Context: an optimization exercise on an open-source flow, tuned for small area, a short achievable clock period and few clock cycles per item. The choices shown serve that exercise and are no tape-out recipe.
RTL that was checked went through simulation tests only; none was proved equivalent to the original.

==> violet <==
==> flow/design.v (excerpt) <==
module mult_controller #(
    parameter integer WIDTH = 32
)
(
    input logic clk,
    input logic rst_n,
    input logic start,
    input logic signed [WIDTH - 1: 0] multiplicand,
    input logic signed [WIDTH - 1: 0] multiplier,
    output logic signed [2 * WIDTH - 1: 0] product,
    output logic done
);
    logic busy;                   
    logic [1:0] cnt;             
    logic [31:0] pl;              
    logic bprev;                  
    logic [31:0] ph;              
    logic [39:0] q0, q1;          
    wire [31:0] mx = multiplier;
    wire [7:0] mb = busy ? pl[7:0] : mx[7:0];
    wire [8:0] win = {mb, bprev & busy};
    wire [32:0] am = {multiplicand[31], multiplicand};   
    wire [32:0] a2 = {multiplicand, 1'b0};               
    wire [3:0] ng;
    wire [2:0] w0 = win[2:0];
    wire one0 = w0[0] ^ w0[1];
    wire two0 = (w0[2] & ~w0[1] & ~w0[0]) | (~w0[2] & w0[1] & w0[0]);
    assign ng[0] = w0[2];
    wire [32:0] x0 = ((am & {33{one0}}) | (a2 & {33{two0}})) ^ {33{ng[0]}};
    wire [2:0] w1 = win[4:2];
    wire one1 = w1[0] ^ w1[1];
    wire two1 = (w1[2] & ~w1[1] & ~w1[0]) | (~w1[2] & w1[1] & w1[0]);
    assign ng[1] = w1[2];
    wire [32:0] x1 = ((am & {33{one1}}) | (a2 & {33{two1}})) ^ {33{ng[1]}};
    wire [2:0] w2 = win[6:4];
    wire one2 = w2[0] ^ w2[1];
    wire two2 = (w2[2] & ~w2[1] & ~w2[0]) | (~w2[2] & w2[1] & w2[0]);
    assign ng[2] = w2[2];
    wire [32:0] x2 = ((am & {33{one2}}) | (a2 & {33{two2}})) ^ {33{ng[2]}};
    wire [2:0] w3 = win[8:6];
    wire one3 = w3[0] ^ w3[1];
    wire two3 = (w3[2] & ~w3[1] & ~w3[0]) | (~w3[2] & w3[1] & w3[0]);
    assign ng[3] = w3[2];
    wire [32:0] x3 = ((am & {33{one3}}) | (a2 & {33{two3}})) ^ {33{ng[3]}};
    wire s1 = ng[1] ^ x0[2];
    wire c2 = ng[1] & x0[2];
    wire s3 = x0[3] ^ x1[1];
    wire c4 = x0[3] & x1[1];
    wire s5 = ng[2] ^ x0[4] ^ x1[2];
    wire c6 = (ng[2] & x0[4]) | (ng[2] & x1[2]) | (x0[4] & x1[2]);
    wire s7 = x2[0] ^ c4;
    wire c8 = x2[0] & c4;
    wire s9 = x0[5] ^ x1[3] ^ x2[1];
    wire c10 = (x0[5] & x1[3]) | (x0[5] & x2[1]) | (x1[3] & x2[1]);
    wire s11 = c6 ^ c8;
    wire c12 = c6 & c8;
    wire s13 = ng[3] ^ x0[6] ^ x1[4];
    wire c14 = (ng[3] & x0[6]) | (ng[3] & x1[4]) | (x0[6] & x1[4]);
    wire s15 = x2[2] ^ x3[0] ^ c10;
    wire c16 = (x2[2] & x3[0]) | (x2[2] & c10) | (x3[0] & c10);
  ...
==> flow/config.mk <==
export PLATFORM = sky130hd
export DESIGN_NAME = mult_controller
export DESIGN_NICKNAME = mult_controller
export VERILOG_FILES = /design/flow/design.v
export SDC_FILE = /design/flow/constraint.sdc
export NUM_CORES = 4
export LEC_CHECK = 0
export ABC_AREA = 1
export CAP_MARGIN = 20
export CORE_MARGIN = 2
export CORE_UTILIZATION = 40
export SETUP_SLACK_MARGIN = 1.2
export SLEW_MARGIN = 20
export BUFFER_PORTS_ARGS = -buffer_cell sky130_fd_sc_hd__buf_1
==> flow/constraint.sdc <==
create_clock -name core_clock -period 4.5 [get_ports {clk}]
set_input_delay 0.9000 -clock core_clock [delete_from_list [all_inputs] [get_ports {clk}]]
set_output_delay 0.9000 -clock core_clock [all_outputs]
set_load 0.01 [all_outputs]
standard.sh (not shown) runs the stock make flow with config.mk's settings and CLKGATE_MAP_FILE= SYNTH_SCRIPT=/design/flow/synth_recipe.tcl, a recipe that flattens the netlist after the stock synthesis.
==> flow/flow/run.sh <==
#!/bin/bash
# The standard layout, except that the port buffers are plain buffers
# (sky130_fd_sc_hd__buf_1, which timing repair may resize) instead of the
# delay cells buffer_ports picks by default.
set -euo pipefail
echo 'export BUFFER_PORTS_ARGS = -buffer_cell sky130_fd_sc_hd__buf_1' >> config.mk
bash standard.sh > standard.log 2>&1
==> lagoon (differences from violet) <==
--- a/flow/design.v
+++ b/flow/design.v
@@ -10,20 +10,21 @@
     output logic signed [2 * WIDTH - 1: 0] product,
     output logic done
 );
     logic busy;                   
     logic [1:0] cnt;             
     logic [31:0] pl;              
     logic bprev;                  
     logic [31:0] ph;              
+    logic kc;                     
     logic [39:0] q0, q1;          
     wire [31:0] mx = multiplier;
-    wire [7:0] mb = busy ? pl[7:0] : mx[7:0];
-    wire [8:0] win = {mb, bprev & busy};
+    wire [7:0] mb = start ? mx[7:0] : pl[7:0];
+    wire [8:0] win = {mb, bprev & ~start};
     wire [32:0] am = {multiplicand[31], multiplicand};   
     wire [32:0] a2 = {multiplicand, 1'b0};               
     wire [3:0] ng;
     wire [2:0] w0 = win[2:0];
     wire one0 = w0[0] ^ w0[1];
     wire two0 = (w0[2] & ~w0[1] & ~w0[0]) | (~w0[2] & w0[1] & w0[0]);
     assign ng[0] = w0[2];
     wire [32:0] x0 = ((am & {33{one0}}) | (a2 & {33{two0}})) ^ {33{ng[0]}};
@@ -43,22 +44,22 @@
     assign ng[3] = w3[2];
     wire [32:0] x3 = ((am & {33{one3}}) | (a2 & {33{two3}})) ^ {33{ng[3]}};
     wire s1 = ng[1] ^ x0[2];
     wire c2 = ng[1] & x0[2];
     wire s3 = x0[3] ^ x1[1];
     wire c4 = x0[3] & x1[1];
     wire s5 = ng[2] ^ x0[4] ^ x1[2];
     wire c6 = (ng[2] & x0[4]) | (ng[2] & x1[2]) | (x0[4] & x1[2]);
-    wire s7 = x2[0] ^ c4;
-    wire c8 = x2[0] & c4;
+    wire s7 = x2[0] ^ c4 ^ s5;
+    wire c8 = (x2[0] & c4) | (x2[0] & s5) | (c4 & s5);
     wire s9 = x0[5] ^ x1[3] ^ x2[1];
     wire c10 = (x0[5] & x1[3]) | (x0[5] & x2[1]) | (x1[3] & x2[1]);
-    wire s11 = c6 ^ c8;
-    wire c12 = c6 & c8;
+    wire s11 = c6 ^ s9;
+    wire c12 = c6 & s9;
     wire s13 = ng[3] ^ x0[6] ^ x1[4];
     wire c14 = (ng[3] & x0[6]) | (ng[3] & x1[4]) | (x0[6] & x1[4]);
     wire s15 = x2[2] ^ x3[0] ^ c10;
     wire c16 = (x2[2] & x3[0]) | (x2[2] & c10) | (x3[0] & c10);
     wire s17 = s13 ^ c12;
     wire c18 = s13 & c12;
     wire s19 = x0[7] ^ x1[5] ^ x2[3];
     wire c20 = (x0[7] & x1[5]) | (x0[7] & x2[3]) | (x1[5] & x2[3]);
@@ -232,23 +233,26 @@
     wire c188 = (1'b1 & x2[31]) | (1'b1 & x3[29]) | (x2[31] & x3[29]);
     wire s189 = c182 ^ s187 ^ c184;
     wire c190 = (c182 & s187) | (c182 & c184) | (s187 & c184);
     wire s191 = ~x2[32] ^ x3[30] ^ c188;
     wire c192 = (~x2[32] & x3[30]) | (~x2[32] & c188) | (x3[30] & c188);
     wire s193 = 1'b1 ^ x3[31];
     wire c194 = 1'b1 & x3[31];
     always_ff @(posedge clk) begin
-        q0 <= {1'b1, ~x3[32], c192, c190, c186, c180, c174, c168, c162, c156, c150, c144, c138, c132, c126, c120, c114, c108, c102, c96, c90, c84, c78, c72, c66, c60, c54, c48, c42, c36, c30, c24, s21, s15, s9, s5, c2, x1[0], x0[1], x0[0]};
-        q1 <= {1'b0, c194, s193, s191, s189, s185, s179, s173, s167, s161, s155, s149, s143, s137, s131, s125, s119, s113, s107, s101, s95, s89, s83, s77, s71, s65, s59, s53, s47, s41, s35, s29, s23, s17, s11, s7, s3, s1, 1'b0, ng[0]};
+        q0 <= {1'b1, ~x3[32], c192, c190, c186, c180, c174, c168, c162, c156, c150, c144, c138, c132, c126, c120, c114, c108, c102, c96, c90, c84, c78, c72, c66, c60, c54, c48, c42, c36, c30, c24, s21, s15, c8, s7, c2, x1[0], x0[1], x0[0]};
+        q1 <= {1'b0, c194, s193, s191, s189, s185, s179, s173, s167, s161, s155, s149, s143, s137, s131, s125, s119, s113, s107, s101, s95, s89, s83, s77, s71, s65, s59, s53, s47, s41, s35, s29, s23, s17, s11, 1'b0, s3, s1, 1'b0, ng[0]};
     end
     wire [39:0] acc = {{8{ph[31]}}, ph};
-    wire [39:0] t0 = acc ^ q0 ^ q1;
-    wire [39:0] t1 = {(acc[38:0] & q0[38:0]) | (acc[38:0] & q1[38:0]) | (q0[38:0] & q1[38:0]), 1'b0};
-    wire [39:0] sum = t0 + t1;
+    wire [39:0] qk = {q1[39:5], kc, q1[3:0]};
+    wire [39:0] t0 = acc ^ q0 ^ qk;
+    wire [39:0] t1 = {(acc[38:0] & q0[38:0]) | (acc[38:0] & qk[38:0]) | (q0[38:0] & qk[38:0]), 1'b0};
+    wire [12:0] lo = t0[11:0] + t1[11:0];
+    wire [27:0] hi = t0[39:12] + t1[39:12];
+    wire [39:0] sum = {hi, lo[11:0]};
     always_ff @(posedge clk or negedge rst_n) begin
         if (!rst_n) begin
             busy <= 1'b0;
             cnt  <= '0;
             done <= 1'b0;
         end else if (busy) begin
             cnt  <= cnt + 1'b1;
             if (cnt == 2'd3) begin
@@ -260,17 +264,20 @@
             cnt  <= '0;
             done <= 1'b0;
         end
     end
     always_ff @(posedge clk) begin
         if (busy) begin
             pl    <= {sum[7:0], pl[31:8]};
             ph    <= sum[39:8];
+            kc    <= lo[12];
             bprev <= pl[7];
         end else if (start) begin
             ph    <= '0;
+            kc    <= 1'b0;
             pl    <= {8'd0, mx[31:8]};
             bprev <= mx[7];
         end
     end
-    assign product = {ph, pl};
+    wire [31:0] phr = {ph[31:4] + kc, ph[3:0]};
+    assign product = {phr, pl};
 endmodule
==> flow/flow/run.sh (replaced) <==
#!/bin/bash
# The standard layout, except that the port buffers are plain buffers
# (sky130_fd_sc_hd__buf_1, which timing repair may resize) instead of the
# delay cells buffer_ports picks by default, and timing repair may swap a
# cell for one of another footprint.
set -euo pipefail
bash standard.sh "BUFFER_PORTS_ARGS=-buffer_cell sky130_fd_sc_hd__buf_1" MATCH_CELL_FOOTPRINT=0 finish > standard.log 2>&1
ABC_AREA = not set   (was 1)
BUFFER_PORTS_ARGS = not set   (was -buffer_cell sky130_fd_sc_hd__buf_1)
SETUP_SLACK_MARGIN = 1.0   (was 1.2)
==> zinc (differences from violet) <==
--- a/flow/design.v
+++ b/flow/design.v
@@ -6,24 +6,26 @@
     input logic rst_n,
     input logic start,
     input logic signed [WIDTH - 1: 0] multiplicand,
     input logic signed [WIDTH - 1: 0] multiplier,
     output logic signed [2 * WIDTH - 1: 0] product,
     output logic done
 );
     logic busy;                   
+    logic idle;                   
     logic [1:0] cnt;             
     logic [31:0] pl;              
     logic bprev;                  
     logic [31:0] ph;              
+    logic kc;                     
     logic [39:0] q0, q1;          
     wire [31:0] mx = multiplier;
-    wire [7:0] mb = busy ? pl[7:0] : mx[7:0];
-    wire [8:0] win = {mb, bprev & busy};
+    wire [7:0] mb = idle ? mx[7:0] : pl[7:0];
+    wire [8:0] win = {mb, bprev & ~idle};
     wire [32:0] am = {multiplicand[31], multiplicand};   
     wire [32:0] a2 = {multiplicand, 1'b0};               
     wire [3:0] ng;
     wire [2:0] w0 = win[2:0];
     wire one0 = w0[0] ^ w0[1];
     wire two0 = (w0[2] & ~w0[1] & ~w0[0]) | (~w0[2] & w0[1] & w0[0]);
     assign ng[0] = w0[2];
     wire [32:0] x0 = ((am & {33{one0}}) | (a2 & {33{two0}})) ^ {33{ng[0]}};
@@ -43,22 +45,22 @@
     assign ng[3] = w3[2];
     wire [32:0] x3 = ((am & {33{one3}}) | (a2 & {33{two3}})) ^ {33{ng[3]}};
     wire s1 = ng[1] ^ x0[2];
     wire c2 = ng[1] & x0[2];
     wire s3 = x0[3] ^ x1[1];
     wire c4 = x0[3] & x1[1];
     wire s5 = ng[2] ^ x0[4] ^ x1[2];
     wire c6 = (ng[2] & x0[4]) | (ng[2] & x1[2]) | (x0[4] & x1[2]);
-    wire s7 = x2[0] ^ c4;
-    wire c8 = x2[0] & c4;
+    wire s7 = x2[0] ^ c4 ^ s5;
+    wire c8 = (x2[0] & c4) | (x2[0] & s5) | (c4 & s5);
     wire s9 = x0[5] ^ x1[3] ^ x2[1];
     wire c10 = (x0[5] & x1[3]) | (x0[5] & x2[1]) | (x1[3] & x2[1]);
-    wire s11 = c6 ^ c8;
-    wire c12 = c6 & c8;
+    wire s11 = c6 ^ s9;
+    wire c12 = c6 & s9;
     wire s13 = ng[3] ^ x0[6] ^ x1[4];
     wire c14 = (ng[3] & x0[6]) | (ng[3] & x1[4]) | (x0[6] & x1[4]);
     wire s15 = x2[2] ^ x3[0] ^ c10;
     wire c16 = (x2[2] & x3[0]) | (x2[2] & c10) | (x3[0] & c10);
     wire s17 = s13 ^ c12;
     wire c18 = s13 & c12;
     wire s19 = x0[7] ^ x1[5] ^ x2[3];
     wire c20 = (x0[7] & x1[5]) | (x0[7] & x2[3]) | (x1[5] & x2[3]);
@@ -232,45 +234,54 @@
     wire c188 = (1'b1 & x2[31]) | (1'b1 & x3[29]) | (x2[31] & x3[29]);
     wire s189 = c182 ^ s187 ^ c184;
     wire c190 = (c182 & s187) | (c182 & c184) | (s187 & c184);
     wire s191 = ~x2[32] ^ x3[30] ^ c188;
     wire c192 = (~x2[32] & x3[30]) | (~x2[32] & c188) | (x3[30] & c188);
     wire s193 = 1'b1 ^ x3[31];
     wire c194 = 1'b1 & x3[31];
     always_ff @(posedge clk) begin
-        q0 <= {1'b1, ~x3[32], c192, c190, c186, c180, c174, c168, c162, c156, c150, c144, c138, c132, c126, c120, c114, c108, c102, c96, c90, c84, c78, c72, c66, c60, c54, c48, c42, c36, c30, c24, s21, s15, s9, s5, c2, x1[0], x0[1], x0[0]};
-        q1 <= {1'b0, c194, s193, s191, s189, s185, s179, s173, s167, s161, s155, s149, s143, s137, s131, s125, s119, s113, s107, s101, s95, s89, s83, s77, s71, s65, s59, s53, s47, s41, s35, s29, s23, s17, s11, s7, s3, s1, 1'b0, ng[0]};
+        q0 <= {1'b1, ~x3[32], c192, c190, c186, c180, c174, c168, c162, c156, c150, c144, c138, c132, c126, c120, c114, c108, c102, c96, c90, c84, c78, c72, c66, c60, c54, c48, c42, c36, c30, c24, s21, s15, c8, s7, c2, x1[0], x0[1], x0[0]};
+        q1 <= {1'b0, c194, s193, s191, s189, s185, s179, s173, s167, s161, s155, s149, s143, s137, s131, s125, s119, s113, s107, s101, s95, s89, s83, s77, s71, s65, s59, s53, s47, s41, s35, s29, s23, s17, s11, 1'b0, s3, s1, 1'b0, ng[0]};
     end
     wire [39:0] acc = {{8{ph[31]}}, ph};
-    wire [39:0] t0 = acc ^ q0 ^ q1;
-    wire [39:0] t1 = {(acc[38:0] & q0[38:0]) | (acc[38:0] & q1[38:0]) | (q0[38:0] & q1[38:0]), 1'b0};
-    wire [39:0] sum = t0 + t1;
+    wire [39:0] qk = {q1[39:5], kc, q1[3:0]};
+    wire [39:0] t0 = acc ^ q0 ^ qk;
+    wire [39:0] t1 = {(acc[38:0] & q0[38:0]) | (acc[38:0] & qk[38:0]) | (q0[38:0] & qk[38:0]), 1'b0};
+    wire [12:0] lo = t0[11:0] + t1[11:0];
+    wire [27:0] hi = t0[39:12] + t1[39:12];
+    wire [39:0] sum = {hi, lo[11:0]};
     always_ff @(posedge clk or negedge rst_n) begin
         if (!rst_n) begin
             busy <= 1'b0;
+            idle <= 1'b1;
             cnt  <= '0;
             done <= 1'b0;
         end else if (busy) begin
             cnt  <= cnt + 1'b1;
             if (cnt == 2'd3) begin
                 busy <= 1'b0;
+                idle <= 1'b1;
                 done <= 1'b1;
             end
         end else if (start) begin
             busy <= 1'b1;
+            idle <= 1'b0;
             cnt  <= '0;
             done <= 1'b0;
         end
     end
     always_ff @(posedge clk) begin
         if (busy) begin
             pl    <= {sum[7:0], pl[31:8]};
             ph    <= sum[39:8];
+            kc    <= lo[12];
             bprev <= pl[7];
         end else if (start) begin
             ph    <= '0;
+            kc    <= 1'b0;
             pl    <= {8'd0, mx[31:8]};
             bprev <= mx[7];
         end
     end
-    assign product = {ph, pl};
+    wire [31:0] phr = {ph[31:4] + kc, ph[3:0]};
+    assign product = {phr, pl};
 endmodule
ABC_AREA = not set   (was 1)
SETUP_SLACK_MARGIN = 1.0   (was 1.2)
==> run summary <==
## Cells and area
* share of cells above drive strength 1: 6.57%
* fraction of area in multi-input gates: 54.7%
* Multi-In Gates: 1035

## Global route
* met2 track demand over resource in global routing: 35.2%

## Run status
* run status: no timing/DRC/antenna violations

## Routing
* DR vias: 10376

Source of the figures above: violet

==> run summary <==
## Run status
* run status: no timing/DRC/antenna violations

## Global route
* met2 track demand over resource in global routing: 33.7%

## Cells and area
* Multi-In Gates: 1103
* fraction of area in multi-input gates: 57.7%

## Timing
* worst-margin pin slew: 0.966 ns

Source of the figures above: zinc

==> run summary <==
## Run status
* run status: no timing/DRC/antenna violations

## Routing
* DR vias: 11348

## Cells and area
* fraction of area in multi-input gates: 57.8%
* Multi-In Gates: 1099

## Timing
* setup repair after global routing missed its margin: true

## Placed design
* placed instance area: 14100 sq um

## Global route
* met2 track demand over resource in global routing: 33.4%

Source of the figures above: lagoon

Testbench counts of violet, summed over its fixed seeds: cycles 8,008, items 1,600.
Only the layout flow was run in lagoon and zinc; the RTL was not checked for function there.

afterwards: timing with drivers on the ports:
How much do the figures lean on ideal ports? The routed layouts below were timed once more, with nothing changed but the port constraints. Step 1: set_driving_cell puts a clkbuf_16 on clk and a buf_2 on each other input, an assumption about the parent block. Step 2, shift: input delay + t, output delay - t, t = (earliest + latest rising clock arrival at the registers) / 2. This alone moves slack from input paths to output paths. a / b / c = ideal ports / drivers / drivers and shift; a / b = the first two.
run | t (ns) | setup slack, ns | worst setup path after step 2 | worst data-port slew with drivers (ns) | pins driven straight from the clock port
violet | 0.485 | 1.249 / 1.249 / 0.847 | input to register | 0.05 | 1
lagoon | 0.473 | 1.044 / 1.040 / 0.567 | input to register | 0.08 | 1
zinc | 0.470 | 0.961 / 0.961 / 0.681 | input to register | 0.06 | 1
After both steps setup and hold are still met in every run listed. For lagoon, which loses most, drivers alone change the setup slack by -0.004 ns; drivers and shift together by -0.477 ns.
